This is an optimization exercise on Yosys and OpenROAD, whose aim is small area, not a production implementation.
In this exercise RTL edits were held to simulation tests only and were not proved equivalent to the original.
No activity file was given, so power comes from the tool's default toggle rates.

==> trial 16 <==
==> flow/design.v <==
module memcfg(
	input clk,
	input rst,
	input reset,
	output reset_hold,
	input s,
	input [0:7] cfg_page,
	input [0:7] cfg_frame,
	input [0:7] page,
	output reg cfgok,
	output [4:0] frame,
	output pvalid
);
	reg [0:7] addr;
	always @ (*) begin
		case ({reset, s})
			2'b00: addr = page;			 
			2'b01: addr = cfg_page;	 
			2'b10: addr = clr_cnt;	 
			2'b11: addr = clr_cnt;	 
		endcase
	end
	wire [5:0] grp = addr[0:5];
	wire [1:0] sub = addr[6:7];
	reg map_wr;
	reg [20:0] map [0:63];
	wire [20:0] code = map[grp];
	integer g;
	wire ce = code[20];
	wire [3:0] m = code[3:0];
	wire [4:0] f0 = code[4:0];
	wire [4:0] f1 = code[9:5];
	wire [4:0] f2 = code[14:10];
	wire [4:0] f3 = code[19:15];
	wire [3:0] hi = ce ? m : 4'd0;
	wire [4:0] d0 = ~ce ? f0 : m[0] ? 5'd0 : m[1] ? f1 : m[2] ? f2 : f3;
	wire [4:0] d1 = hi[1] ? 5'd0 : f1;
	wire [4:0] d2 = hi[2] ? 5'd0 : f2;
	wire [4:0] d3 = hi[3] ? 5'd0 : f3;
	reg [4:0] rd_d;
	always @ (*) begin
		case (sub)
			2'd0: rd_d = d0;
			2'd1: rd_d = d1;
			2'd2: rd_d = d2;
			2'd3: rd_d = d3;
		endcase
	end
	wire rd_nz = hi[sub] | (|rd_d);
	reg frame_clear;
	wire [4:0] wd = {cfg_frame[2:3], cfg_frame[5:7]} & {5{frame_clear}};
	wire wnz = frame_clear & (|cfg_frame);
	wire whi = wnz & ~(|wd);
	wire [3:0] nhi = {sub == 2'd3 ? whi : hi[3], sub == 2'd2 ? whi : hi[2], sub == 2'd1 ? whi : hi[1], sub == 2'd0 ? whi : hi[0]};
	wire [4:0] n0 = sub == 2'd0 ? wd : d0;
	wire [4:0] n1 = sub == 2'd1 ? wd : d1;
	wire [4:0] n2 = sub == 2'd2 ? wd : d2;
	wire [4:0] n3 = sub == 2'd3 ? wd : d3;
	wire ne = |nhi;
	wire [4:0] n0m = nhi[0] ? 5'd0 : n0;
	wire [20:0] ncode = ~ne ? {1'b0, n3, n2, n1, n0} : {
		1'b1,
		nhi[3] & ~nhi[2] & ~nhi[1] ? n0m : n3,
		nhi[2] & ~nhi[1] ? n0m : n2,
		nhi[1] ? n0m : n1,
		1'b0, nhi
	};
	wire [20:0] wcode = rst ? 21'd0 : ncode;
	wire [20:0] wcode0 = rst ? 21'h000020 : ncode;
	wire wr = map_wr & ~rst;
	always @ (posedge clk) begin
		for (g=0 ; g<64 ; g=g+1)
			if (rst | (wr & (grp == g)))
				map[g] <= (g == 0) ? wcode0 : wcode;
	end
	reg [4:0] fd;
	reg fnz;
	always @ (posedge clk) begin
		if (rst) begin
			fd <= 5'd0;
			fnz <= 1'b0;
		end else if (map_wr) begin
			fd <= wd;
			fnz <= wnz;
		end else begin
			fd <= rd_d;
			fnz <= rd_nz;
		end
	end
	assign frame = fd;
	assign pvalid = (addr[0:6] == 7'd0) || fnz;
	wire frame_addr_valid = ~cfg_frame[0] & ~cfg_frame[1];
	wire cfg_cmd_valid = s && (cfg_page[0:6] != 7'd0) && frame_addr_valid;
	localparam CIDLE	= 3'd0;
	localparam CCFG		= 3'd1;
	localparam COK		= 3'd2;
	localparam RESET	= 3'd3;
	localparam CLEAR	= 3'd4;
	reg [2:0] cstate;
	reg [7:0] clr_cnt;
	assign reset_hold = (cstate == CLEAR) | (cstate == RESET);
	always @ (posedge clk) begin
		if (rst) begin
			cstate <= CIDLE;
			map_wr <= 0;
			cfgok <= 0;
			clr_cnt <= 8'd0;
			frame_clear <= 1'b0;
		end else if (reset & ~reset_hold) cstate <= RESET;
		else case (cstate)
			CIDLE: begin
				frame_clear <= 1'b1;
				if (cfg_cmd_valid) begin
					map_wr <= 1;
					cstate <= CCFG;
				end
			end
			CCFG: begin
				map_wr <= 0;
				cfgok <= 1;
				cstate <= COK;
			end
			COK: begin
				if (~s) begin
					cfgok <= 0;
					cstate <= CIDLE;
				end
			end
			RESET: begin
				clr_cnt <= 2;
				map_wr <= 1;
				frame_clear <= 1'b0;
				cstate <= CLEAR;
			end
			CLEAR: begin
				if (clr_cnt == 8'hff) begin
					cstate <= CIDLE;
					map_wr <= 0;
				end else begin
					clr_cnt <= clr_cnt + 1'b1;
				end
			end
		endcase
	end
endmodule
module mem_elwro_sram(
	input clk,
	input rst,
	input reset,
	output reset_hold,
	output ram_ce, ram_oe, ram_we,
	output [17:0] ram_a,
	input [15:0] ram_d_in,
	output [15:0] ram_d_out,
	input [0:3] nb,
	input [0:15] ad,
	output [0:15] ddt,
	input [0:15] rdt,
	input w, r, s,
	output ok
);
	wire [0:7] cfg_page = { rdt[12:15], rdt[0:3] };
	wire [0:7] cfg_frame = { ad[11:14], 1'b0, ad[8:10] };
	wire [0:7] page = { nb, ad[0:3] };
	wire [4:0] frame;	 
	wire cfgok;
	wire pvalid;
	memcfg MEMCFG(
		.clk(clk),
		.rst(rst),
		.reset(reset),
		.reset_hold(reset_hold),
		.s(s & ad[15]),
		.cfg_page(cfg_page),
		.cfg_frame(cfg_frame),
		.page(page),
		.frame(frame),
		.cfgok(cfgok),
		.pvalid(pvalid)
	);
	localparam IDLE	= 2'd0;
	localparam MAP	= 2'd1;
	localparam OK1	= 2'd2;
	localparam OK2	= 2'd3;
	reg [1:0] state;
	wire rw = r | w;
	always @ (posedge clk) begin
		if (rst) state <= IDLE;
		else case (state)
			IDLE:
				if (rw) state <= MAP;
			MAP:
				if (pvalid) state <= OK1;
				else state <= IDLE;
			OK1:
				state <= OK2;
			OK2:
				if (~rw) state <= IDLE;
		endcase
	end
	wire we = w & (state == OK1);
	wire rwok = rw & state[1];
	assign ok = rwok | cfgok;
	assign ddt = r ? ram_d_in : 16'h0000;
	assign ram_ce = 1;
	assign ram_we = we;
	assign ram_oe = 1;  
	assign ram_a[17:0] = { frame[4:3], 1'b0, frame[2:0], ad[4:15] };
	assign ram_d_out = rdt;
endmodule
==> flow/run.sh <==
#!/bin/bash
# synth_recipe.tcl (not shown) runs the flow's synth.tcl, then flattens the netlist and writes it again
# the make line also repeats each setting of config.mk as NAME=value (left out here)
make -C /OpenROAD-flow-scripts/flow DESIGN_CONFIG=/design/flow/config.mk WORK_HOME=/design/flow/orfs CLKGATE_MAP_FILE= SYNTH_SCRIPT=/design/flow/synth_recipe.tcl finish
==> flow/config.mk <==
export PLATFORM = sky130hd
export DESIGN_NAME = mem_elwro_sram
export DESIGN_NICKNAME = mem_elwro_sram
export VERILOG_FILES = /design/flow/design.v
export SDC_FILE = /design/flow/constraint.sdc
export NUM_CORES = 4
export LEC_CHECK = 0
export CAP_MARGIN = 30
export CORE_MARGIN = 2
export CORE_UTILIZATION = 40
export SLEW_MARGIN = 45
==> flow/constraint.sdc <==
create_clock -name core_clock -period 10.0 [get_ports {clk}]
set_input_delay 2.0000 -clock core_clock [delete_from_list [all_inputs] [get_ports {clk}]]
set_output_delay 2.0000 -clock core_clock [all_outputs]
set_load 0.01 [all_outputs]
==> trial 40 (differences from trial 16) <==
--- a/flow/design.v
+++ b/flow/design.v
@@ -25,5 +25,45 @@
 	reg map_wr;
-	reg [20:0] map [0:63];
-	wire [20:0] code = map[grp];
-	integer g;
+	wire [20:0] wcode, wcode0;	 
+	wire [7:0] pa, pb;
+	genvar gi, bi;
+	generate for (gi=0 ; gi<8 ; gi=gi+1) begin: pre
+		assign pa[gi] = rst | (grp[5:3] == gi);
+		assign pb[gi] = rst | (grp[2:0] == gi);
+	end endgenerate
+	wire wr = map_wr | rst;
+	wire [20:0] nwcode = ~wcode;
+	wire [20:0] wq [0:3];
+	generate for (gi=0 ; gi<4 ; gi=gi+1) begin: wdrv
+		for (bi=0 ; bi<21 ; bi=bi+1) begin: b
+			map_inv u(.a(nwcode[bi]), .y(wq[gi][bi]));
+		end
+	end endgenerate
+	wire [63:0] sel, hd, ld;
+	wire [20:0] q [0:63];
+	generate for (gi=0 ; gi<64 ; gi=gi+1) begin: row
+		wire nsel;
+		map_nand2 u_ns(.a(pa[gi/8]), .b(pb[gi%8]), .y(nsel));
+		map_inv u_s(.a(nsel), .y(sel[gi]));
+		map_nand2 u_h(.a(sel[gi]), .b(wr), .y(hd[gi]));
+		map_inv u_l(.a(hd[gi]), .y(ld[gi]));
+		wire [20:0] d = (gi == 0) ? wcode0 : wq[gi/16];
+		for (bi=0 ; bi<21 ; bi=bi+1) begin: b
+			map_bit u(.clk(clk), .h(hd[gi]), .l(ld[gi]), .d(d[bi]), .q(q[gi][bi]));
+		end
+	end endgenerate
+	wire [21:0] rdn [0:20];
+	generate for (bi=0 ; bi<21 ; bi=bi+1) begin: rd
+		for (gi=0 ; gi<21 ; gi=gi+1) begin: t
+			map_aoi222 u(
+				.a1(sel[3*gi]), .a2(q[3*gi][bi]),
+				.b1(sel[3*gi+1]), .b2(q[3*gi+1][bi]),
+				.c1(sel[3*gi+2]), .c2(q[3*gi+2][bi]),
+				.y(rdn[bi][gi]));
+		end
+		assign rdn[bi][21] = ~(sel[63] & q[63][bi]);
+	end endgenerate
+	wire [20:0] code;
+	generate for (bi=0 ; bi<21 ; bi=bi+1) begin: rdo
+		assign code[bi] = ~&rdn[bi];
+	end endgenerate
 	wire ce = code[20];
@@ -67,10 +107,4 @@
 	};
-	wire [20:0] wcode = rst ? 21'd0 : ncode;
-	wire [20:0] wcode0 = rst ? 21'h000020 : ncode;
-	wire wr = map_wr & ~rst;
-	always @ (posedge clk) begin
-		for (g=0 ; g<64 ; g=g+1)
-			if (rst | (wr & (grp == g)))
-				map[g] <= (g == 0) ? wcode0 : wcode;
-	end
+	assign wcode = rst ? 21'd0 : ncode;
+	assign wcode0 = rst ? 21'h000020 : ncode;
 	reg [4:0] fd;
@@ -144,2 +178,30 @@
 	end
+endmodule
+module map_bit(
+	input clk,
+	input h,
+	input l,
+	input d,
+	output reg q
+);
+	always @ (posedge clk)
+		q <= (q & h) | (d & l);
+endmodule
+module map_aoi222(
+	input a1, a2, b1, b2, c1, c2,
+	output y
+);
+	assign y = ~((a1 & a2) | (b1 & b2) | (c1 & c2));
+endmodule
+module map_inv(
+	input a,
+	output y
+);
+	assign y = ~a;
+endmodule
+module map_nand2(
+	input a, b,
+	output y
+);
+	assign y = ~(a & b);
 endmodule
==> flow/flow/run.sh (new file) <==
#!/bin/bash
# The standard layout (standard.sh, with its own synthesis), with two changes:
# - the clock tree uses small clusters of sinks per clkbuf_8 and no dummy loads,
# - the port buffers are buf_1 cells.
# make's full output goes to make.log; each ORFS step keeps its own log under orfs/logs/.
set -euo pipefail
bash standard.sh \
  "CTS_ARGS=-sink_clustering_enable -repair_clock_nets -dont_use_dummy_load -sink_clustering_size 16 -sink_clustering_max_diameter 50 -buf_list sky130_fd_sc_hd__clkbuf_8" \
  "BUFFER_PORTS_ARGS=-buffer_cell sky130_fd_sc_hd__buf_1" \
  finish > make.log 2>&1
==> flow/standard.sh (new file) <==
#!/bin/bash
# synth_recipe.tcl (not shown) runs the flow's synth.tcl, then flattens the netlist and writes it again
# the make line also repeats each setting of config.mk as NAME=value (left out here)
make -C /OpenROAD-flow-scripts/flow DESIGN_CONFIG=/design/flow/config.mk WORK_HOME=/design/flow/orfs CLKGATE_MAP_FILE= SYNTH_SCRIPT=/design/flow/synth_recipe.tcl "${@:-finish}"
CORE_UTILIZATION = 60   (was 40)
PLACE_DENSITY = 0.8   (was default)
SYNTH_HIERARCHICAL = 1   (was default)
SYNTH_MINIMUM_KEEP_SIZE = 0   (was default)
removed: flow/run.sh
==> build 26 (differences from trial 16) <==
==> flow/design.v (replaced) <==
module memcfg(
	input clk,
	input rst,
	input reset,
	output reset_hold,
	input s,
	input [0:7] cfg_page,
	input [0:7] cfg_frame,
	input [0:7] page,
	output reg cfgok,
	output [0:7] frame,
	output pvalid
);
	parameter MODULE_ADDR_WIDTH = 2;
	parameter FRAME_ADDR_WIDTH = 3;
	reg [0:7] addr;
	always @ (*) begin
		case ({reset, s})
			2'b00: addr = page;			 
			2'b01: addr = cfg_page;	 
			2'b10: addr = clr_cnt;	 
			2'b11: addr = clr_cnt;	 
		endcase
	end
	reg map_wr;
	reg [0:7] rd_addr;
	reg [0:7] map [0:255];
	integer i;
	always @ (posedge clk) begin
		if (rst) begin
			for (i=0 ; i<256 ; i=i+1) begin
				if (i == 1) map[i] <= 8'd1;
				else map[i] <= 8'd0;
			end
			rd_addr <= 8'd0;
		end else begin
			if (map_wr) map[addr] <= cfg_frame & frame_clear;
			rd_addr <= addr;
		end
	end
	assign frame = map[rd_addr];
	localparam mmask = 2**MODULE_ADDR_WIDTH - 1;
	localparam fmask = 2**FRAME_ADDR_WIDTH - 1;
	localparam [3:0] frame_addr_mask = fmask[3:0];
	localparam [3:0] module_addr_mask = mmask[3:0];
	localparam [7:0] invalidity_mask = ~{module_addr_mask, frame_addr_mask};
	assign pvalid = (addr < 2) || (frame != 0);
	wire frame_addr_valid = (cfg_frame & invalidity_mask) == 8'd0;
	wire cfg_cmd_valid = s && (cfg_page > 1) && frame_addr_valid;
	localparam CIDLE	= 3'd0;
	localparam CCFG		= 3'd1;
	localparam COK		= 3'd2;
	localparam RESET	= 3'd3;
	localparam CLEAR	= 3'd4;
	reg [2:0] cstate;
	reg [7:0] clr_cnt;
	reg [7:0] frame_clear;
	assign reset_hold = (cstate == CLEAR) | (cstate == RESET);
	always @ (posedge clk) begin
		if (rst) begin
			cstate <= CIDLE;
			map_wr <= 0;
			cfgok <= 0;
			clr_cnt <= 8'd0;
			frame_clear <= 8'd0;
		end else if (reset & ~reset_hold) cstate <= RESET;
		else case (cstate)
			CIDLE: begin
				frame_clear <= 8'hff;
				if (cfg_cmd_valid) begin
					map_wr <= 1;
					cstate <= CCFG;
				end
			end
			CCFG: begin
				map_wr <= 0;
				cfgok <= 1;
				cstate <= COK;
			end
			COK: begin
				if (~s) begin
					cfgok <= 0;
					cstate <= CIDLE;
				end
			end
			RESET: begin
				clr_cnt <= 2;
				map_wr <= 1;
				frame_clear <= 8'd0;
				cstate <= CLEAR;
			end
			CLEAR: begin
				if (clr_cnt == 8'hff) begin
					cstate <= CIDLE;
					map_wr <= 0;
				end else begin
					clr_cnt <= clr_cnt + 1'b1;
				end
			end
		endcase
	end
endmodule
module mem_elwro_sram(
	input clk,
	input rst,
	input reset,
	output reset_hold,
	output ram_ce, ram_oe, ram_we,
	output [17:0] ram_a,
	input [15:0] ram_d_in,
	output [15:0] ram_d_out,
	input [0:3] nb,
	input [0:15] ad,
	output [0:15] ddt,
	input [0:15] rdt,
	input w, r, s,
	output ok
);
	wire [0:7] cfg_page = { rdt[12:15], rdt[0:3] };
	wire [0:7] cfg_frame = { ad[11:14], 1'b0, ad[8:10] };
	wire [0:7] page = { nb, ad[0:3] };
	wire [0:7] frame;
	wire cfgok;
	wire pvalid;
	memcfg #(
		.MODULE_ADDR_WIDTH(2),
		.FRAME_ADDR_WIDTH(3)
	) MEMCFG(
		.clk(clk),
		.rst(rst),
		.reset(reset),
		.reset_hold(reset_hold),
		.s(s & ad[15]),
		.cfg_page(cfg_page),
		.cfg_frame(cfg_frame),
		.page(page),
		.frame(frame),
		.cfgok(cfgok),
		.pvalid(pvalid)
	);
	localparam IDLE	= 2'd0;
	localparam MAP	= 2'd1;
	localparam OK1	= 2'd2;
	localparam OK2	= 2'd3;
	reg [0:2] state;
	wire rw = r | w;
	always @ (posedge clk) begin
		if (rst) state <= IDLE;
		else case (state)
			IDLE:
				if (rw) state <= MAP;
			MAP:
				if (pvalid) state <= OK1;
				else state <= IDLE;
			OK1:
				state <= OK2;
			OK2:
				if (~rw) state <= IDLE;
		endcase
	end
	wire we = w & (state == OK1);
	wire rwok = rw & ((state == OK1) || (state == OK2));
	assign ok = rwok | cfgok;
	assign ddt = r ? ram_d_in : 16'h0000;
	assign ram_ce = 1;
	assign ram_we = we;
	assign ram_oe = 1;  
	assign ram_a[17:0] = { frame[2:7], ad[4:15] };
	assign ram_d_out = rdt;
endmodule
==> notes <==
- Build 26 ran to the end with no violations. Trial 16 completed without violations. Trial 40 passed the timing, DRC and antenna checks.
- In build 26 the critical path depth is lower than in trial 16, by 8.
- Combinational power, lowest first: build 26, trial 16, trial 40.
- Of trial 16 and build 26, build 26 has the higher setup slack (gap 710 ps).
- The lowest global-route usage belongs to build 26, the highest to trial 40.
- Final cell count, lowest first: trial 40, trial 16, build 26.
- The clock power of build 26 is 2.7 times that of trial 40.
- In trial 16 the worst hold slack is higher than in trial 40, by 27 ps.

[separate check: timing with driven ports]
The results above use ideal ports. As a check the final layouts listed here were re-extracted and re-timed, cells and wires unchanged.
Step 1: set_driving_cell puts a clkbuf_16 on clk and a buf_2 on each other input, an assumption about the parent block.
Step 2 moves the port delays by t, midway between the first and last clock arrival at a register: inputs arrive t later, outputs are due t later. That takes back most of the time a late clock gives input paths.
Three values: ideal ports, drivers, drivers and shift; two values: the first two.
run	t, ns	slack for setup (ns)	hold slack, ns	worst setup path at the end	clock arrival spread, ns
trial 16	0.850	1.771 / 1.813 / 0.963	0.511 / 0.511 / 0.511	input to register	0.030 / 0.030
trial 40	0.853	0.773 / 0.813 / -0.040	0.485 / 0.485 / 0.485	input to register	0.112 / 0.112
build 26	0.912	2.486 / 2.397 / 3.309	0.508 / 0.508 / 0.508	register to output	0.053 / 0.054
Met with ideal ports but missed after step 2: setup timing in trial 40. The setup slack of trial 40, which loses most, moves by +0.040 ns with the drivers and by -0.813 ns with both steps.
